Background: an optimization exercise with open tools, aiming at small area and a short achievable clock period. Do not read the settings as production practice. Where RTL was checked, it was by simulation tests only, not by an equivalence proof against the original. Only the layout flow was run in runs 2 to 4; the RTL was not checked for function there. Power is estimated from default activity; no workload was simulated.

File: flow/config.mk
export PLATFORM = sky130hd
export DESIGN_NAME = Viterbi_Decoder
export DESIGN_NICKNAME = Viterbi_Decoder
export VERILOG_FILES = /design/flow/design.v
export SDC_FILE = /design/flow/constraint.sdc
export NUM_CORES = 4
export LEC_CHECK = 0
export CAP_MARGIN = 20
export CORE_MARGIN = 2
export CORE_UTILIZATION = 40
export SLEW_MARGIN = 20
File: flow/constraint.sdc
create_clock -name core_clock -period 10.0 [get_ports {clk}]
set_input_delay 2.0000 -clock core_clock [delete_from_list [all_inputs] [get_ports {clk}]]
set_output_delay 2.0000 -clock core_clock [all_outputs]
set_load 0.01 [all_outputs]
File: flow/design.v
module Viterbi_Decoder(
    input [1:0] encoded_signal,
    input clk,
    input reset,
    output wire decoded_signal
);
  reg        t;
  reg [2:0]  e, f;
  reg [3:0]  dr;        
  reg [3:0]  b1;        
  reg [43:0] re;        
  reg [3:0]  cnt;       
  reg        dec;
  function [3:0] sel(input [3:0] d, input [3:0] c);
    sel = {d[3] ? c[3] : c[2], d[2] ? c[1] : c[0], d[1] ? c[3] : c[2], d[0] ? c[1] : c[0]};
  endfunction
  wire [12:0] X;
  assign X[0] = (t & f[2]) | (~t & ~e[2] & ~f[2]) | (t & e[2]) | (~t & ~e[2] & f[0]) | (~e[1] & ~e[0] & ~f[2]);
  assign X[1] = (f[2] & ~f[1]) | (~e[2] & f[2] & ~f[0]) | (~t & f[2] & ~f[0]) | (t & ~e[2] & e[0] & f[2]);
  assign X[2] = (t & e[2]) | (~t & ~e[2] & e[0] & ~f[2]) | (~t & ~e[2] & e[1]) | (t & f[2] & ~f[0]);
  assign X[3] = (f[2] & ~f[1]) | (~e[2] & f[2] & ~f[0]) | (t & f[2] & ~f[0]) | (~t & ~e[2] & e[0] & f[2]);
  assign X[4] = (t & f[2]) | (~t & ~f[2] & f[0]) | (~t & ~f[2] & f[1]);
  assign X[5] = (~e[2] & ~e[1]) | (e[2] & e[1] & e[0]) | (t & e[2]) | (~t & ~e[2]);
  assign X[6] = (t & e[2] & ~e[1]) | (~t & ~e[2] & e[1] & e[0]);
  assign X[7] = (~e[0] & ~f[0]) | (~t & ~e[2] & ~f[2]) | (t & e[0] & f[2] & f[0]) | (~e[0] & ~f[2]) | (~t & e[1] & ~f[2]) | (~e[2] & e[1]) | (~t & f[2] & ~f[0]) | (e[2] & ~e[1] & f[1]);
  assign X[8] = (~t & ~f[2]) | (~t & ~f[1]) | (~t & e[2] & ~e[1]) | (~e[1] & ~e[0] & ~f[2]) | (e[2] & e[0] & ~f[2]) | (t & e[1] & f[1] & f[0]);
  assign X[9] = (~t & ~f[2]) | (e[2] & ~e[1]) | (e[2] & ~f[2]) | (~e[1] & ~e[0] & ~f[2]) | (t & e[2] & f[1] & f[0]);
  assign X[10] = (t & ~f[2]) | (~e[0] & ~f[0]) | (~t & e[0] & f[2] & f[0]) | (~e[0] & ~f[2]) | (~e[2] & e[1]) | (t & ~f[0]) | (e[2] & ~e[1] & f[1]);
  assign X[11] = (t & ~f[2]) | (~e[1] & ~e[0] & ~f[1]) | (~t & e[1] & f[1] & f[0]) | (e[2] & e[1] & e[0] & ~f[2]) | (t & ~f[1]) | (t & e[2] & ~e[1]);
  assign X[12] = (t & ~f[2]) | (e[2] & ~e[1]) | (e[2] & ~f[2]) | (~e[1] & ~e[0] & ~f[2]) | (~t & e[2] & f[1] & f[0]);
  wire [12:0] Y;
  assign Y[0] = (t & f[2]) | (~t & ~e[2] & ~f[2]) | (t & ~f[1] & ~f[0]) | (t & e[2]);
  assign Y[1] = (~e[2]) | (e[1] & e[0] & f[2]);
  assign Y[2] = (t & f[2]) | (~t & ~e[2] & ~f[2] & f[0]) | (t & e[2]) | (~t & ~f[2] & f[1]);
  assign Y[3] = (~e[2]) | (e[1] & e[0] & f[2]);
  assign Y[4] = (t & e[2]) | (~t & ~e[2] & e[0]) | (~t & ~e[2] & e[1]);
  assign Y[5] = (~f[2] & ~f[1]) | (f[2] & f[1] & f[0]) | (t & f[2]) | (~t & ~f[2]);
  assign Y[6] = (t & f[2] & ~f[1]) | (~t & ~f[2] & f[1] & f[0]);
  assign Y[7] = (~t & ~e[2]) | (~e[0] & ~f[0]) | (t & e[2] & e[0] & f[0]) | (~e[2] & ~f[0]) | (~f[2] & f[1]) | (~t & ~e[0]) | (f[2] & ~f[1]);
  assign Y[8] = (~t & ~e[1]) | (~t & ~e[2]) | (~t & f[2] & ~f[1]) | (~e[1] & ~f[1] & ~f[0]) | (~e[2] & f[2] & f[0]) | (t & e[1] & e[0] & f[1]);
  assign Y[9] = (~t & ~e[2]) | (~e[2] & f[2]) | (f[2] & ~f[1]) | (~e[2] & ~f[1] & ~f[0]) | (t & e[1] & e[0] & f[2]);
  assign Y[10] = (t & ~e[2]) | (~e[0] & ~f[0]) | (~t & e[2] & e[0] & f[0]) | (~e[2] & ~f[0]) | (t & ~e[0]) | (~f[2] & f[1]) | (f[2] & ~f[1]);
  assign Y[11] = (t & ~e[2]) | (~e[1] & ~f[1] & ~f[0]) | (~e[2] & f[2] & f[0]) | (~t & e[1] & e[0] & f[1]) | (t & ~e[1]) | (t & f[2] & ~f[1]);
  assign Y[12] = (t & ~e[2]) | (~e[2] & f[2]) | (f[2] & ~f[1]) | (~e[2] & ~f[1] & ~f[0]) | (~t & e[1] & e[0] & f[2]);
  wire [3:0]  s13 = sel(dr, re[43:40]);
  wire o00 = s13[X[3:2]];
  wire o11 = s13[X[1:0]];
  wire o10 = s13[Y[3:2]];
  wire o01 = s13[Y[1:0]];
  wire c0 = encoded_signal[0];
  wire c1 = encoded_signal[1];
  reg [2:0] en, fn;
  reg [3:0] dn;
  reg       on;
  always @* begin
    case ({c1, c0})
      2'b00: begin en = X[12:10]; fn = X[9:7];   dn = {X[4], X[5], X[4], X[6]}; on = o00; end
      2'b11: begin en = X[9:7];   fn = X[12:10]; dn = {X[4], X[6], X[4], X[5]}; on = o11; end
      2'b01: begin en = Y[12:10]; fn = Y[9:7];   dn = {Y[5], Y[4], Y[6], Y[4]}; on = o10; end
      default: begin en = Y[9:7]; fn = Y[12:10]; dn = {Y[6], Y[4], Y[5], Y[4]}; on = o01; end
    endcase
  end
  always @(posedge clk) begin
    if (reset) begin
      t   <= 1'b0;
      e   <= 3'b101;    
      f   <= 3'b000;
      cnt <= 4'd0;
    end else begin
      t   <= c0 ^ c1;
      e   <= en;
      f   <= fn;
      if (cnt != 4'd15) cnt <= cnt + 4'd1;
    end
    dr  <= dn;
    b1  <= dr;
    re  <= {sel(dr, re[39:36]), sel(dr, re[35:32]), sel(dr, re[31:28]), sel(dr, re[27:24]),
            sel(dr, re[23:20]), sel(dr, re[19:16]), sel(dr, re[15:12]), sel(dr, re[11:8]),
            sel(dr, re[7:4]),   sel(dr, re[3:0]),   sel(dr, b1)};
    dec <= ~reset & (cnt[3:1] == 3'b111) & on;
  end
  assign decoded_signal = dec;
endmodule
File: flow/run.sh
#!/bin/bash
# synth_recipe.tcl (not shown) runs the flow's synth.tcl, then flattens the netlist and writes it again
# the make line also repeats each setting of config.mk as NAME=value (left out here)
make -C /OpenROAD-flow-scripts/flow DESIGN_CONFIG=/design/flow/config.mk WORK_HOME=/design/flow/orfs CLKGATE_MAP_FILE= SYNTH_SCRIPT=/design/flow/synth_recipe.tcl finish
==> results of run 1 <==
flip-flops by register name, summed over array words and instances (netlist names):
register and count:
b1 4, t 1, dec 1, re 44
cnt 4, e 3, f 3, dr 4
through the flow:
step	worst slack [ns]	cell area [µm²]	total power (µW)
floorplan	6.51	3000	541
global placement	5.75	3040	577
detailed placement	5.69	3040	580
CTS	6.05	3250	821
global route	5.80	3250	857
finish	6.02	3250	809
cell usage after synthesis, types with 5 or more instances:
cell type  instances
o21ai_0           15
o221ai_1           6
buf_2              7
ha_1               5
inv_1             10
a31oi_1            6
dfxtp_1           64
nor2_1            16
mux2i_1            7
nor2b_1            6
nor3_1             5
nand2_1           22
mux2_2            45
buf_4              6
a21oi_1           12
worst max-delay path, cell delays in order:
cell and delay (ns):
clkdlybuf4s50_1 0.51, inv_1 0.07, ha_1 0.39, nand2b_1 0.26
a211oi_2 0.23, a21oi_1 0.10, and2_4 0.17, mux2i_1 0.11
a311o_1 0.35
path summary, 6_finish.rpt:
| path | cells after the start | start | end |
|---|---|---|---|
| setup / recovery | 9 | encoded_signal[0] | dec |
| hold / removal | 1 | b1[1] | re[0] |
| setup reg to reg | 6 | t | dec |
| hold reg to reg | 1 | b1[1] | re[0] |
power groups by stage:
stage | sequential (µW) | combinational [µW] | clock, µW
4_1_cts | 412 | 165 | 244
6_report | 411 | 163 | 234
3_3_place_gp | 416 | 162 | 0
5_1_grt | 426 | 179 | 252
2_1_floorplan | 378 | 163 | 0
3_5_place_dp | 417 | 163 | 0
cell type report:
cell class | count | area [µm²]
fillers | 715 | 4010
multi-input cells | 205 | 1550
well taps | 99 | 124
repair buffers | 4 | 40.0
flip-flops and latches | 64 | 1280
clock inverters | 5 | 81.3
clock buffers | 11 | 131
inverters | 11 | 41.3
layer usage:
metal  global-route usage (%)  up-vias  routed length (µm)  part of all wire, %
li1                         -     1088                   -                    -
met1                     18.1      986                2680                   46
met2                     24.5       59                2740                   47
met3                     3.67       15                 276                  4.7
met4                     7.82        0                 145                  2.5
met5                        0        -                   0                    0
cells by family (layout without fill, tap and decap cells):
logic type,Yosys count,count (layout),synth area share (%)
xor gates and xnor gates,4,4,1.17
AOI/OAI and AO/OA,75,75,17.5
adders and majority gates,5,5,2.08
buffers and inverters,33,31,5.71
DFF,64,64,42.7
and+or+nand+nor,69,69,11.7
muxes,52,52,19.2
==> results.ini, run 1 <==
[clock_network]
cts.path.max_buffers=2
clk_pin_slew_worst_paths_ns=0.07
holdBufCountCts=0
ctsResizeCount=0
numCtsBuffers=9
clock_tree.root_cell=clkbuf_8
post_cts_buffers=0
cts_sinks=64
cts_tree=done
clock_latency_ns=0.33
h-tree-depth=3

[die]
coreArea_mm2=0.00725
dieArea_mm2=0.00821
boundaryPins=5
fp.dieW_um=90.6
start_util_pct=41.4
num_rows=31
die_h_um=90.6

[route]
drtAntennaViolNets=0
drtPass1Iterations=5
avgRoutedWirePerCell_um=14.6
viasPerCell=5.38
drt_iter0_drc=88
drc=0
vias=2148
wirelength_um=5840

[power]
power_frac_clock_pct=28.9
power.density_mw_per_mm2=249
p_seq_share_pct=50.9
p_leak_uw=0.00125
p_sw_uw=223
ir_drop_uv=90.4
swShare_pct=27.6
p_int_uw=586
p_comb_share_pct=20.2

[timing]
maxSlewHeadroom_pct=38.4
tns_ns=0
clock.fmax_mhz=251
finalHoldViolations=0
post-route-min-period_ns=3.98
tightest_slew_ns=0.922
slew_violations=0
rsz0062_at_grt=no
skew_ns=0.00851
holdWs_ns=0.476
setup_violations=0
min_period_over_period_pct=39.8

[global_routing]
grt_pass1_vias=2069
overflow=0
antenna_found_initial=0
grt_pass1_wl_um=9760
grt_usage_pct=14.9
grt_max_degree=29

[yosys]
yosysTopAreaCell=dfxtp_1
yosys-top-cells-area=dfxtp_1, mux2_2, nand2_1
synth_warnings=1
synth_fp_nets=311
seq_area_frac_synth_pct=42.7
synth_edf_count=0
syn_area_mm2=0.00300
synth.avg_cell_area_um2=9.94
dominantRegCellSynth=dfxtp_1
synth_async_sr_flop_share_pct=0
ys_types=58
postSynthCellCount=302
synth-seq-cells=64
synth_top_area_share_pct=42.7

[run_status]
outcome=timing/DRC/antenna clean

[critical_path]
cp.arrival_ns=4.19
path_class=input port to register
critPathLaunchType=input port
path_max_fanout=17
r2r_slack_ns=7.74
setup.worst_path.end_class=register
required_ns=10.22

[placed_design]
routabilityCongestion=0.887
numPortBuffers=4
dp.cells=383
dpl.hpwl_um=3880

[layout]
layout_commonest_cell=dfxtp_1
diodes=0
syn_to_final_growth_pct=8.21
drive_gt1_share_pct=22.7
fin_nets=304
utilization_pct=44.8
finalNonFillerCells=399
layout_common_cells=dfxtp_1, mux2_2, nand2_1

[job]
drv_cap=0

[worst_hold_path]
holdCritPathClass=register to register

==> run 2, diff against run 1 <==
--- a/flow/design.v
+++ b/flow/design.v
@@ -6,12 +6,8 @@
 );
-  reg        t;
+  reg        t, tp;
   reg [2:0]  e, f;
   reg [3:0]  dr;        
-  reg [3:0]  b1;        
-  reg [43:0] re;        
+  reg [35:0] re;        
   reg [3:0]  cnt;       
   reg        dec;
-  function [3:0] sel(input [3:0] d, input [3:0] c);
-    sel = {d[3] ? c[3] : c[2], d[2] ? c[1] : c[0], d[1] ? c[3] : c[2], d[0] ? c[1] : c[0]};
-  endfunction
   wire [12:0] X;
@@ -44,3 +40,23 @@
   assign Y[12] = (t & ~e[2]) | (~e[2] & f[2]) | (f[2] & ~f[1]) | (~e[2] & ~f[1] & ~f[0]) | (~t & e[1] & e[0] & f[2]);
-  wire [3:0]  s13 = sel(dr, re[43:40]);
+  wire g10 = ~dr[1] & tp;
+  wire g11 = dr[1] & ~tp;
+  wire g12 = ~(g10 | g11);
+  wire g20 = t ? (~dr[3] & tp) : ~dr[2];
+  wire g21 = t ? (dr[3] & ~tp) : dr[2];
+  wire g22 = ~(g20 | g21);
+  wire [32:0] ren;
+  genvar k;
+  generate
+    for (k = 0; k < 11; k = k + 1) begin : st
+      wire [2:0] s = re[3*k +: 3];
+      assign ren[3*k]     = ~(dr[0] ? s[1] : s[0]);
+      assign ren[3*k + 1] = ~((g10 & s[0]) | (g11 & s[1]) | (g12 & s[2]));
+      assign ren[3*k + 2] = ~((g20 & s[0]) | (g21 & s[1]) | (g22 & s[2]));
+    end
+  endgenerate
+  wire [2:0] s12 = ~re[35:33];
+  wire c2o = tp ? s12[0] : s12[2];    
+  wire c3o = tp ? s12[2] : s12[1];    
+  wire [3:0] s13 = {dr[3] ? c3o : c2o, dr[2] ? s12[1] : s12[0],
+                    dr[1] ? c3o : c2o, dr[0] ? s12[1] : s12[0]};
   wire o00 = s13[X[3:2]];
@@ -51,13 +67,8 @@
   wire c1 = encoded_signal[1];
-  reg [2:0] en, fn;
-  reg [3:0] dn;
-  reg       on;
-  always @* begin
-    case ({c1, c0})
-      2'b00: begin en = X[12:10]; fn = X[9:7];   dn = {X[4], X[5], X[4], X[6]}; on = o00; end
-      2'b11: begin en = X[9:7];   fn = X[12:10]; dn = {X[4], X[6], X[4], X[5]}; on = o11; end
-      2'b01: begin en = Y[12:10]; fn = Y[9:7];   dn = {Y[5], Y[4], Y[6], Y[4]}; on = o10; end
-      default: begin en = Y[9:7]; fn = Y[12:10]; dn = {Y[6], Y[4], Y[5], Y[4]}; on = o01; end
-    endcase
-  end
+  wire [2:0] en = c1 ? (c0 ? X[9:7]   : Y[9:7])   : (c0 ? Y[12:10] : X[12:10]);
+  wire [2:0] fn = c1 ? (c0 ? X[12:10] : Y[12:10]) : (c0 ? Y[9:7]   : X[9:7]);
+  wire [3:0] dn = c1 ? (c0 ? {X[4], X[6], X[4], X[5]} : {Y[6], Y[4], Y[5], Y[4]})
+                     : (c0 ? {Y[5], Y[4], Y[6], Y[4]} : {X[4], X[5], X[4], X[6]});
+  wire       on = c1 ? (c0 ? o11 : o01) : (c0 ? o10 : o00);
+  wire [2:0] s1n = {t ? dr[3] : dr[2], dr[1], dr[0]};
   always @(posedge clk) begin
@@ -66,3 +77,3 @@
       e   <= 3'b101;    
-      f   <= 3'b000;
+      f   <= 3'b000;    
       cnt <= 4'd0;
@@ -74,7 +85,5 @@
     end
+    tp  <= t;
     dr  <= dn;
-    b1  <= dr;
-    re  <= {sel(dr, re[39:36]), sel(dr, re[35:32]), sel(dr, re[31:28]), sel(dr, re[27:24]),
-            sel(dr, re[23:20]), sel(dr, re[19:16]), sel(dr, re[15:12]), sel(dr, re[11:8]),
-            sel(dr, re[7:4]),   sel(dr, re[3:0]),   sel(dr, b1)};
+    re  <= {ren, s1n};
     dec <= ~reset & (cnt[3:1] == 3'b111) & on;
==> flow/flow/run.sh (new file) <==
#!/bin/bash
# The standard layout (the standard.sh, unchanged synthesis), with two
# optimisation knobs: port buffers of a normal buffer cell instead of the
# delay cell buffer_ports picks by default, and a setup margin so that the
# resizer's repair works towards a shorter period than the 10 ns constraint.
# The constraints (constraint.sdc) are not changed.
set -euo pipefail
bash standard.sh \
  "BUFFER_PORTS_ARGS=-buffer_cell sky130_fd_sc_hd__buf_2" \
  SETUP_SLACK_MARGIN=${MARGIN:-7.0} \
  finish > make_finish.log 2>&1
==> flow/standard.sh (new file) <==
#!/bin/bash
# synth_recipe.tcl (not shown) runs the flow's synth.tcl, then flattens the netlist and writes it again
# the make line also repeats each setting of config.mk as NAME=value (left out here)
make -C /OpenROAD-flow-scripts/flow DESIGN_CONFIG=/design/flow/config.mk WORK_HOME=/design/flow/orfs CLKGATE_MAP_FILE= SYNTH_SCRIPT=/design/flow/synth_recipe.tcl "${@:-finish}"
removed: flow/run.sh
==> results.ini, run 2 <==
[run_status]
outcome=timing/DRC/antenna clean

[power]
total_power_uw=844
ir_drop_uv=83.1
power.density_mw_per_mm2=295
p_leak_uw=0.00112

[layout]
layout_commonest_cell=dfxtp_1
largest_reg_flops=36
regMostFlops=re
finalNonFillerCells=364
layout_common_cells=dfxtp_1, nor2_1, a21oi_1
reg_top3=re: 36 flops, cnt: 4 flops, dr: 4 flops
diodes=0
fill_cells=643
syn_to_final_growth_pct=3.68
drive_gt1_share_pct=10.6
fin_nets=290

[timing]
tightest_slew_ns=0.926
rsz0062_at_grt=yes
post-route-min-period_ns=3.01
maxSlewHeadroom_pct=38.2
slew_violations=0
setup_slack_ns=6.99
holdWs_ns=0.433
skew_ns=0.00785
setup_violations=0
clock.fmax_mhz=332
min_period_over_period_pct=30.1
finalHoldViolations=0
tns_ns=0

[yosys]
synth_edf_count=0
dominantRegCellSynth=dfxtp_1
yosys-top-cells-area=dfxtp_1, mux2i_1, nor2_1
ys_types=53
synth.most_common_cell=dfxtp_1
synth-seq-cells=53
yosysTopAreaCell=dfxtp_1
synth_fp_nets=305
synth.avg_cell_area_um2=9.25
postSynthCellCount=298
seq_area_frac_synth_pct=38.5
synth_common_cells=dfxtp_1, nor2_1, a21oi_1
synth_async_sr_flop_share_pct=0
syn_area_mm2=0.00276
synth_top_area_share_pct=38.5
synth_warnings=1

[placed_design]
numPortBuffers=4
place_ws_ns=6.28
routabilityCongestion=0.786
dpl.hpwl_um=3660
dp.cells=355

[global_routing]
grt_pass1_vias=1969
antenna_found_initial=0
overflow=0
grt_usage_pct=16.0
grt_pass1_wl_um=9730
grt_max_degree=27

[route]
drtAntennaViolNets=0
drtPass1Iterations=6
vias=2187
viasPerCell=6.01
avgRoutedWirePerCell_um=15.9
wirelength_um=5770
drc=0
drt_iter0_drc=165

[clock_network]
cts_tree=done
clock_tree.root_cell=clkbuf_8
h-tree-depth=2
clk_pin_slew_worst_paths_ns=0.10
cts_sinks=53
clock_latency_ns=0.30
numCtsBuffers=5
cts.path.max_buffers=2
holdBufCountCts=0

[die]
start_util_pct=41.0
coreArea_mm2=0.00672
dieArea_mm2=0.00757
boundaryPins=5
die_h_um=87.0
fp.dieW_um=87.0
num_rows=30

[critical_path]
critPathLaunchType=input port
required_ns=10.22
path_class=input port to register
cp.arrival_ns=3.23
path_max_fanout=24
setup.worst_path.end_class=register

[worst_hold_path]
holdCritPathClass=register to register

[job]
drv_cap=0

==> run 2: what timing repair did <==
action	CTS	global route
pin swaps	0	1
resized for setup	4	8
setup endpoints to repair	3	12
buffers inserted	1	0
gates cloned	0	0
==> run 2: path summary, 6_finish.rpt <==
check / from / endpoint / slack (ns) / depth (start not counted)
worst min register to register: re[11] / re[14] / 0.43 / 1
worst min-delay path: re[11] / re[14] / 0.43 / 1
worst max register to register: t / re[8] / 7.56 / 5
worst max-delay path: encoded_signal[0] / dec / 6.99 / 6
==> run 2: kinds of logic after synthesis <==
kind of cell / count (synthesis) / share of synthesized area, %
AOI/OAI and AO/OA: 88 / 23.3
and+or+nand+nor: 87 / 14.6
DFF: 53 / 38.5
buffers and inverters: 34 / 7.94
muxes: 24 / 11.5
xor gates and xnor gates: 9 / 2.86
adders and majority gates: 3 / 1.36
==> run 2: area by class of cell <==
class                           instances  area [µm²]  area share [%]
Inverter                                7        30.0            1.05
Clock inverter                          3        43.8            1.53
Clock buffer                            5        68.8            2.41
Multi-Input combinational cell        211        1500            52.5
Sequential cell                        53        1060            37.2
Tap cell                               80         100            3.50
Timing Repair Buffer                    5        52.6            1.84
==> run 2: worst max-delay path: stages <==
cell and delay (ns):
buf_12 0.13, or3_4 0.33, o221a_4 0.27, o2bb2ai_2 0.13, mux2i_1 0.13, a211oi_1 0.23
==> run 2: routing by layer <==
layer  up-vias  track usage, %  routed length (µm)
li1       1073               -                   -
met1      1058            23.1                2810
met2        54            23.9                2660
met3         2            3.13                 267
met4         0            4.83                  36
met5         -               0                   0
==> run 2: report_power, final <==
group | internal [µW] | switching (µW) | leakage (µW)
clock network | 75.1 | 70.9 | 0.0000585
registers | 305 | 107 | 0.000445
logic | 150 | 136 | 0.000611
==> run 2: through the flow <==
step                      util, %  cell area, µm²
after floorplan                 -            2770
after global placement       40.0            2690
after detailed placement     40.0            2690
after CTS                    42.0            2820
after global routing         42.6            2860
final                        42.6            2860
==> run 3, diff against run 2 <==
--- a/flow/flow/run.sh
+++ b/flow/flow/run.sh
@@ -9,3 +9,3 @@
   "BUFFER_PORTS_ARGS=-buffer_cell sky130_fd_sc_hd__buf_2" \
-  SETUP_SLACK_MARGIN=${MARGIN:-7.0} \
+  SETUP_SLACK_MARGIN=${MARGIN:-7.5} \
   finish > make_finish.log 2>&1
==> results.ini, run 3 <==
[run_status]
outcome=timing/DRC/antenna clean

[critical_path]
r2r_cells=6
crit_start=encoded_signal[0]
cp_slowest_cell=or3_1
r2r_slack_ns=7.77
cpPeakStageDelay_ns=0.32
endpoint=dec
crit_chain=buf_8, or3_1, o221a_4, o2bb2ai_2, mux2i_1, a211oi_1
critPathLaunchType=input port
required_ns=10.23
worst-path-stages=6
crit_family=compound AO/OA/AOI/OAI gates
cp.arrival_ns=3.19
r2r-start=e[2]
path_max_fanout=24
path_class=input port to register
r2r-end=e[0]
critical_path_buf_inv_count=1
setup.worst_path.end_class=register

[worst_hold_path]
holdCritPathClass=register to register

[placed_design]
routabilityCongestion=0.817
dpl.hpwl_um=3620
numPortBuffers=4

[clock_network]
holdBufCountCts=0
cts_tree=done
clock_latency_ns=0.31
cts.path.max_buffers=2
h-tree-depth=2
clock_tree.root_cell=clkbuf_8
clk_pin_slew_worst_paths_ns=0.10
cts_sinks=53
numCtsBuffers=5

[yosys]
syn_area_mm2=0.00276
postSynthCellCount=298
ys_types=53
synth_common_cells=dfxtp_1, nor2_1, a21oi_1
synth.most_common_cell=dfxtp_1
synth_edf_count=0
dominantRegCellSynth=dfxtp_1
seq_area_frac_synth_pct=38.5
synth_fp_nets=305
yosys-top-cells-area=dfxtp_1, mux2i_1, nor2_1
synth_async_sr_flop_share_pct=0
synth-seq-cells=53
synth_top_area_share_pct=38.5
synth_warnings=1
yosysTopAreaCell=dfxtp_1
synth.avg_cell_area_um2=9.25

[layout]
fin_nets=300
layout_commonest_cell=dfxtp_1
regMostFlops=re
reg_top3=re: 36 flops, cnt: 4 flops, dr: 4 flops
layout_common_cells=dfxtp_1, nor2_1, a21oi_1
syn_to_final_growth_pct=7.76
largest_reg_flops=36
drive_gt1_share_pct=14.3
diodes=0

[timing]
finalHoldViolations=0
holdWs_ns=0.431
rsz0062_at_grt=yes
tns_ns=0
setup_violations=0
maxSlewHeadroom_pct=40.2
post-route-min-period_ns=2.96
tightest_slew_ns=0.895
skew_ns=0.00946
clock.fmax_mhz=338
slew_violations=0
min_period_over_period_pct=29.6

[power]
ir_drop_uv=128
p_sw_uw=318
swShare_pct=38.3
p_comb_share_pct=35.2
p_leak_uw=0.00117
power_frac_clock_pct=15.0
p_seq_share_pct=49.8
p_int_uw=512
power.density_mw_per_mm2=279

[global_routing]
overflow=0
grt_pass1_vias=1974
antenna_found_initial=0
grt_usage_pct=16.3
grt_max_degree=27
grt_pass1_wl_um=9830

[route]
viasPerCell=6.01
vias=2249
drt_iter0_drc=268
drtAntennaViolNets=0
wirelength_um=5970
drc=0
drtPass1Iterations=9
avgRoutedWirePerCell_um=16.0

[die]
boundaryPins=5
fp.dieW_um=87.0
num_rows=30
die_h_um=87.0
start_util_pct=41.0
coreArea_mm2=0.00672
dieArea_mm2=0.00757

[job]
drv_cap=0

run 3: changes by cell type in the layout (fill, tap and decap cells not counted), moves of 2 or more:
cell        before  now
buf_6            0    6
o21ai_1          2    4
nor2_2           0    3
buf_4            1    4
o21ai_0          8    6
nor2_1          36   33
clkinvlp_4       1    4
run 3: per-layer routing:
layer | up-vias | part of all wire, % | GRT usage (%)
met4 | 0 | 0.70 | 3.98
li1 | 1090 | - | -
met3 | 4 | 5.0 | 3.22
met2 | 72 | 46 | 24.8
met5 | - | 0 | 0
met1 | 1083 | 48 | 23.5
run 3: how the worst min path moves through the flow:
stage	startpoint	endpoint	slack [ns]	cells after the start
after CTS	re[11]	re[14]	0.43	1
after floorplan	dr[0]	re[0]	0.39	0
after global routing	re[11]	re[14]	0.45	1
final	re[11]	re[14]	0.43	1
after global placement	re[17]	re[20]	0.41	1
after detailed placement	re[29]	re[32]	0.42	1
run 3: what timing repair did:
item / in CTS / in global routing
buffers inserted: 6 / 4
gates cloned: 1 / 0
pin swaps: 5 / 5
hold endpoints to repair: 0 / 0
endpoints found under the setup margin: 24 / 21
resized for setup: 15 / 8
run 3: power groups by stage:
stage               Sequential (µW)  Clock (µW)  Combinational, µW
floorplan                       359           0                289
CTS                             412         129                285
finish                          414         124                292
detailed placement              416           0                276
global route                    430         136                323
global placement                414           0                280
run 3: metrics by stage:
stage | power (µW) | instances | cell area [µm²] | util [%] | setup slack, ns
2_1_floorplan | 647 | 298 | 2780 | - | 6.84
3_3_place_gp | 694 | 355 | 2690 | 40.0 | 6.38
3_5_place_dp | 692 | 355 | 2690 | 40.0 | 6.34
4_1_cts | 826 | 370 | 2910 | 43.4 | 7.03
5_1_grt | 889 | 374 | 2970 | 44.2 | 6.98
6_report | 830 | 374 | 2970 | 44.2 | 7.04
run 3: logic make-up (layout without fill, tap and decap cells):
kind of cell | after synthesis | in the layout | share of synthesized area, %
compound gates | 88 | 88 | 23.3
simple gates | 87 | 87 | 14.6
flops | 53 | 53 | 38.5
buf+inv | 34 | 30 | 7.94
mux | 24 | 24 | 11.5
xor+xnor | 9 | 9 | 2.86
fa+ha+maj | 3 | 3 | 1.36
run 3: layout make-up:
| class | instances | area, µm² |
|---|---|---|
| clock buffer | 5 | 68.8 |
| clock inverter | 3 | 26.3 |
| fill | 654 | 3750 |
| inverter | 7 | 33.8 |
| multi-input combinational | 211 | 1500 |
| sequential | 53 | 1060 |
| tap | 80 | 100 |
| timing repair buffer | 15 | 183 |
==> run 4, diff against run 3 <==
--- a/flow/flow/run.sh
+++ b/flow/flow/run.sh
@@ -9,3 +9,3 @@
   "BUFFER_PORTS_ARGS=-buffer_cell sky130_fd_sc_hd__buf_2" \
-  SETUP_SLACK_MARGIN=${MARGIN:-7.5} \
+  SETUP_SLACK_MARGIN=${MARGIN:-8.0} \
   finish > make_finish.log 2>&1
==> results.ini, run 4 <==
[timing]
setup_slack_ns=7.06
maxSlewHeadroom_pct=40.2
skew_ns=0.00458
clock.fmax_mhz=340
tightest_slew_ns=0.896
finalHoldViolations=0
post-route-min-period_ns=2.94
rsz0062_at_grt=yes
slew_violations=0
tns_ns=0
setup_violations=0
min_period_over_period_pct=29.4

[die]
dieArea_mm2=0.00757
fp.dieW_um=87.0
die_h_um=87.0
coreArea_mm2=0.00672
boundaryPins=5
num_rows=30
start_util_pct=41.0

[layout]
finalNonFillerCells=379
fin_nets=305
largest_reg_flops=36
diodes=0
syn_to_final_growth_pct=14.1
layout_commonest_cell=dfxtp_1
utilization_pct=46.8
layout_common_cells=dfxtp_1, nor2_1, a21oi_1
regMostFlops=re
reg_top3=re: 36 flops, cnt: 4 flops, dr: 4 flops
drive_gt1_share_pct=19.4

[global_routing]
grt_pass1_vias=2047
antenna_found_initial=0
overflow=0
grt_usage_pct=16.7
grt_pass1_wl_um=10300
grt_max_degree=27

[yosys]
ys_types=53
synth_fp_nets=305
yosysTopAreaCell=dfxtp_1
synth.avg_cell_area_um2=9.25
synth.most_common_cell=dfxtp_1
synth_async_sr_flop_share_pct=0
synth_top_area_share_pct=38.5
syn_area_mm2=0.00276
dominantRegCellSynth=dfxtp_1
synth_edf_count=0
yosys-top-cells-area=dfxtp_1, mux2i_1, nor2_1
seq_area_frac_synth_pct=38.5
synth_common_cells=dfxtp_1, nor2_1, a21oi_1
synth_warnings=1
synth-seq-cells=53
postSynthCellCount=298

[run_status]
outcome=timing/DRC/antenna clean

[placed_design]
routabilityCongestion=0.834
dpl.hpwl_um=3760
place_ws_ns=6.36
dp.cells=356
numPortBuffers=4

[clock_network]
clock_tree.root_cell=clkbuf_8
clock_latency_ns=0.31
cts_sinks=53
numCtsBuffers=5
clk_pin_slew_worst_paths_ns=0.10
cts_tree=done
holdBufCountCts=0
cts.path.max_buffers=2
h-tree-depth=2

[power]
total_power_uw=853
power.density_mw_per_mm2=271
p_leak_uw=0.00123
ir_drop_uv=109

[critical_path]
critPathLaunchType=input port
required_ns=10.23
cp.arrival_ns=3.17
setup.worst_path.end_class=register
path_max_fanout=12
path_class=input port to register

[route]
avgRoutedWirePerCell_um=16.4
viasPerCell=5.98
drc=0
drtPass1Iterations=7
drtAntennaViolNets=0
drt_iter0_drc=242
wirelength_um=6210
vias=2268

[job]
drv_cap=0

[worst_hold_path]
holdCritPathClass=register to register

-- run 4: cell counts after synthesis --
Identical to the previous run, type by type.
-- run 4: path summary, 6_finish.rpt --
path	start	slack [ns]	endpoint	cells past startpoint
worst max-delay path	encoded_signal[0]	7.06	dec	6
worst min-delay path	re[23]	0.43	re[26]	1
worst max register to register	f[2]	7.73	e[0]	6
worst min register to register	re[23]	0.43	re[26]	1
-- run 4: power breakdown --
group / internal [µW] / switching, µW / total, µW
Combinational: 167 / 150 / 317
Sequential: 305 / 106 / 411
Clock: 51.0 / 73.9 / 125
-- run 4: area by class of cell --
type / instances / area (µm²)
Tap cell: 80 / 100
Fill cell: 615 / 3570
Multi-Input combinational cell: 211 / 1580
Timing Repair Buffer: 20 / 272
Inverter: 7 / 33.8
Clock inverter: 3 / 26.3
Sequential cell: 53 / 1060
Clock buffer: 5 / 68.8
-- run 4: cells by family after synthesis --
group	after synthesis	share of synthesized area, %
fa+ha+maj	3	1.36
xor+xnor	9	2.86
simple gates	87	14.6
compound gates	88	23.3
flops	53	38.5
mux	24	11.5
buf+inv	34	7.94
-- run 4: critical path, cell delays in order --
cell	delay [ns]
buf_16	0.12
or3_4	0.32
o221a_4	0.27
o2bb2ai_2	0.13
mux2i_1	0.13
a211oi_1	0.19
-- run 4: layer usage --
metal	vias up	GRT usage [%]	share of wire (%)
met5	-	0	0
met4	0	3.98	0.95
met3	6	3.03	5.5
met2	82	25.7	47
met1	1071	24.4	47
li1	1109	-	-
-- run 4: stage by stage --
stage	cell area, µm²	hold slack (ns)
2_1_floorplan	2820	0.387
3_3_place_gp	2710	0.414
3_5_place_dp	2710	0.418
4_1_cts	2990	0.433
5_1_grt	3150	0.441
6_report	3150	0.431
-- run 4: repair_timing --
item,CTS,global route
setup endpoints to repair,28,24
resized for setup,27,15
gates cloned,2,0
pin swaps,5,6
setup buffers,4,9
==> run 5, diff against run 4 <==
--- a/flow/design.v
+++ b/flow/design.v
@@ -77,3 +77,3 @@
       e   <= 3'b101;    
-      f   <= 3'b000;    
+      f   <= 3'b000;
       cnt <= 4'd0;
==> flow/run.sh (new file) <==
#!/bin/bash
# synth_recipe.tcl (not shown) runs the flow's synth.tcl, then flattens the netlist and writes it again
# the make line also repeats each setting of config.mk as NAME=value (left out here)
make -C /OpenROAD-flow-scripts/flow DESIGN_CONFIG=/design/flow/config.mk WORK_HOME=/design/flow/orfs CLKGATE_MAP_FILE= SYNTH_SCRIPT=/design/flow/synth_recipe.tcl finish
removed: flow/flow/run.sh
removed: flow/standard.sh
==> results.ini, run 5 <==
[timing]
finalHoldViolations=0
setup_violations=0
slew_violations=0
rsz0062_at_grt=no
min_period_over_period_pct=39.8
skew_ns=0.00307
maxSlewHeadroom_pct=40.0
tns_ns=0
post-route-min-period_ns=3.98
clock.fmax_mhz=251
tightest_slew_ns=0.898

[clock_network]
post_cts_buffers=0
holdBufCountCts=0
clock_tree.root_cell=clkbuf_8
cts_sinks=53
h-tree-depth=2
numCtsBuffers=5
clock_latency_ns=0.30
cts.path.max_buffers=2
clk_pin_slew_worst_paths_ns=0.09
ctsResizeCount=0
cts_tree=done

[yosys]
synth_fp_nets=305
synth_common_cells=dfxtp_1, nor2_1, a21oi_1
synth_async_sr_flop_share_pct=0
dominantRegCellSynth=dfxtp_1
synth_warnings=1
seq_area_frac_synth_pct=38.5
yosysTopAreaCell=dfxtp_1
synth.avg_cell_area_um2=9.25
synth_top_area_share_pct=38.5
synth.most_common_cell=dfxtp_1
synth-seq-cells=53
postSynthCellCount=298
synth_edf_count=0
ys_types=53
syn_area_mm2=0.00276
yosys-top-cells-area=dfxtp_1, mux2i_1, nor2_1

[critical_path]
cpPeakStageDelay_ns=0.94
critical_path_buf_inv_count=2
crit_chain=clkdlybuf4s50_1, inv_1, a311o_1, o21ai_0, a21oi_1, a211oi_1, a211oi_1
r2r_slack_ns=7.57
r2r_cells=6
r2r-end=re[32]
r2r-start=t
path_max_fanout=20
required_ns=10.19
crit_family=buffers and inverters
path_class=input port to register
setup.worst_path.end_class=register
cp_slowest_cell=clkdlybuf4s50_1
cp.arrival_ns=4.17
path_common_cell=a211oi_1
critPathLaunchType=input port

[global_routing]
grt_pass1_wl_um=9340
grt_usage_pct=15.3
grt_pass1_vias=1919
antenna_found_initial=0
grt_max_degree=27
overflow=0

[placed_design]
numPortBuffers=4
dpl.hpwl_um=3560
routabilityCongestion=0.805

[die]
dieArea_mm2=0.00757
boundaryPins=5
num_rows=30
start_util_pct=41.0
coreArea_mm2=0.00672
die_h_um=87.0
fp.dieW_um=87.0

[route]
viasPerCell=6.07
drc=0
avgRoutedWirePerCell_um=15.4
drtAntennaViolNets=0
wirelength_um=5600
drtPass1Iterations=7
vias=2210
drt_iter0_drc=163

[layout]
diodes=0
reg_top3=re: 36 flops, cnt: 4 flops, dr: 4 flops
regMostFlops=re
drive_gt1_share_pct=7.04
layout_common_cells=dfxtp_1, nor2_1, a21oi_1
largest_reg_flops=36
syn_to_final_growth_pct=1.50
layout_commonest_cell=dfxtp_1
fin_nets=290

[power]
ir_drop_uv=76.1
total_power_uw=810
power.density_mw_per_mm2=289
p_leak_uw=0.00109

[worst_hold_path]
min_from=dr[1]
whs_endpoint=re[1]
holdCritPathClass=register to register
hold_depth=0

[run_status]
outcome=timing/DRC/antenna clean

[job]
drv_cap=0

## run 5: cell counts after synthesis
No cell type changed its count.
## run 5: worst reg2reg max path: stages (launching register included)
cell and delay [ns]:
dfxtp_1 0.31, buf_4 0.21, inv_1 0.39, nor2_1 0.12, nor2_1 0.69, nor2_1 0.38, a21oi_1 0.25
## run 5: through the flow
| step | utilization [%] | hold slack, ns | setup slack [ns] | cell area (µm²) | instances |
|---|---|---|---|---|---|
| 6_report | 41.7 | 0.432 | 6.02 | 2800 | 364 |
| 5_1_grt | 41.7 | 0.448 | 5.77 | 2800 | 364 |
| 4_1_cts | 41.7 | 0.434 | 6.01 | 2800 | 364 |
| 3_5_place_dp | 40.4 | 0.417 | 5.69 | 2710 | 356 |
| 3_3_place_gp | 40.4 | 0.418 | 5.74 | 2710 | 356 |
| 2_1_floorplan | - | 0.387 | 6.84 | 2760 | 298 |
## run 5: worst max-delay path by stage
stage          cells past startpoint  slack, ns              start  endpoint
5_1_grt                            7       5.77  encoded_signal[1]       dec
6_report                           7       6.02  encoded_signal[1]       dec
4_1_cts                            7       6.01  encoded_signal[1]       dec
2_1_floorplan                      7       6.84  encoded_signal[1]       dec
3_3_place_gp                       7       5.74  encoded_signal[1]       dec
3_5_place_dp                       7       5.69  encoded_signal[1]       dec
## run 5: metal layers
metal | vias up | wire length (µm) | global-route usage [%]
met4 | 0 | 65 | 5.40
met5 | - | 0 | 0
met1 | 1072 | 2780 | 22.2
li1 | 1079 | - | -
met2 | 54 | 2540 | 22.6
met3 | 5 | 226 | 3.03
## run 5: area by class of cell
type | instances | area, µm²
clock inverter | 2 | 13.8
multi-input combinational | 211 | 1480
clock buffer | 6 | 72.6
tap | 80 | 100
inverter | 7 | 26.3
sequential | 53 | 1060
timing repair buffer | 5 | 47.5
fill | 679 | 3920
## run 5: cells by family after synthesis
group / synth area share (%)
compound gates: 23.3
buf+inv: 7.94
fa+ha+maj: 1.36
mux: 11.5
simple gates: 14.6
flops: 38.5
xor+xnor: 2.86
## run 5: report_power, final
group          internal [µW]  switching [µW]  leakage [µW]  total, µW
Clock                   50.0            69.4     0.0000456        119
Sequential               305             105      0.000445        410
Combinational            148             132      0.000599        280
Total                    503             307       0.00109        810

[afterwards: timing with drivers on the ports]
Ports are ideal in the flow. The routed layouts listed here were re-timed in OpenROAD.
Step 1 assumes that a clkbuf_16 drives the clock port and a buf_2 every other input.
Step 2, shift: input delay + t, output delay - t, t = (earliest + latest rising clock arrival at the registers) / 2. This alone moves slack from input paths to output paths.
Three values: ideal ports, drivers, drivers and shift; two values: the first two.
| run | shift t [ns] | setup WS [ns] | worst slew at a driven data input, ns |
|---|---|---|---|
| run 1 | 0.351 | 6.023 / 6.030 / 5.678 | 0.03 |
| run 2 | 0.328 | 6.990 / 6.972 / 6.644 | 0.06 |
| run 3 | 0.328 | 7.040 / 7.030 / 6.702 | 0.12 |
| run 4 | 0.330 | 7.061 / 7.002 / 6.672 | 0.19 |
| run 5 | 0.333 | 6.022 / 6.027 / 5.694 | 0.03 |
After both steps every run listed still meets setup and hold. The setup slack of run 4, which loses most, moves by -0.059 ns with the drivers and by -0.389 ns with both steps.
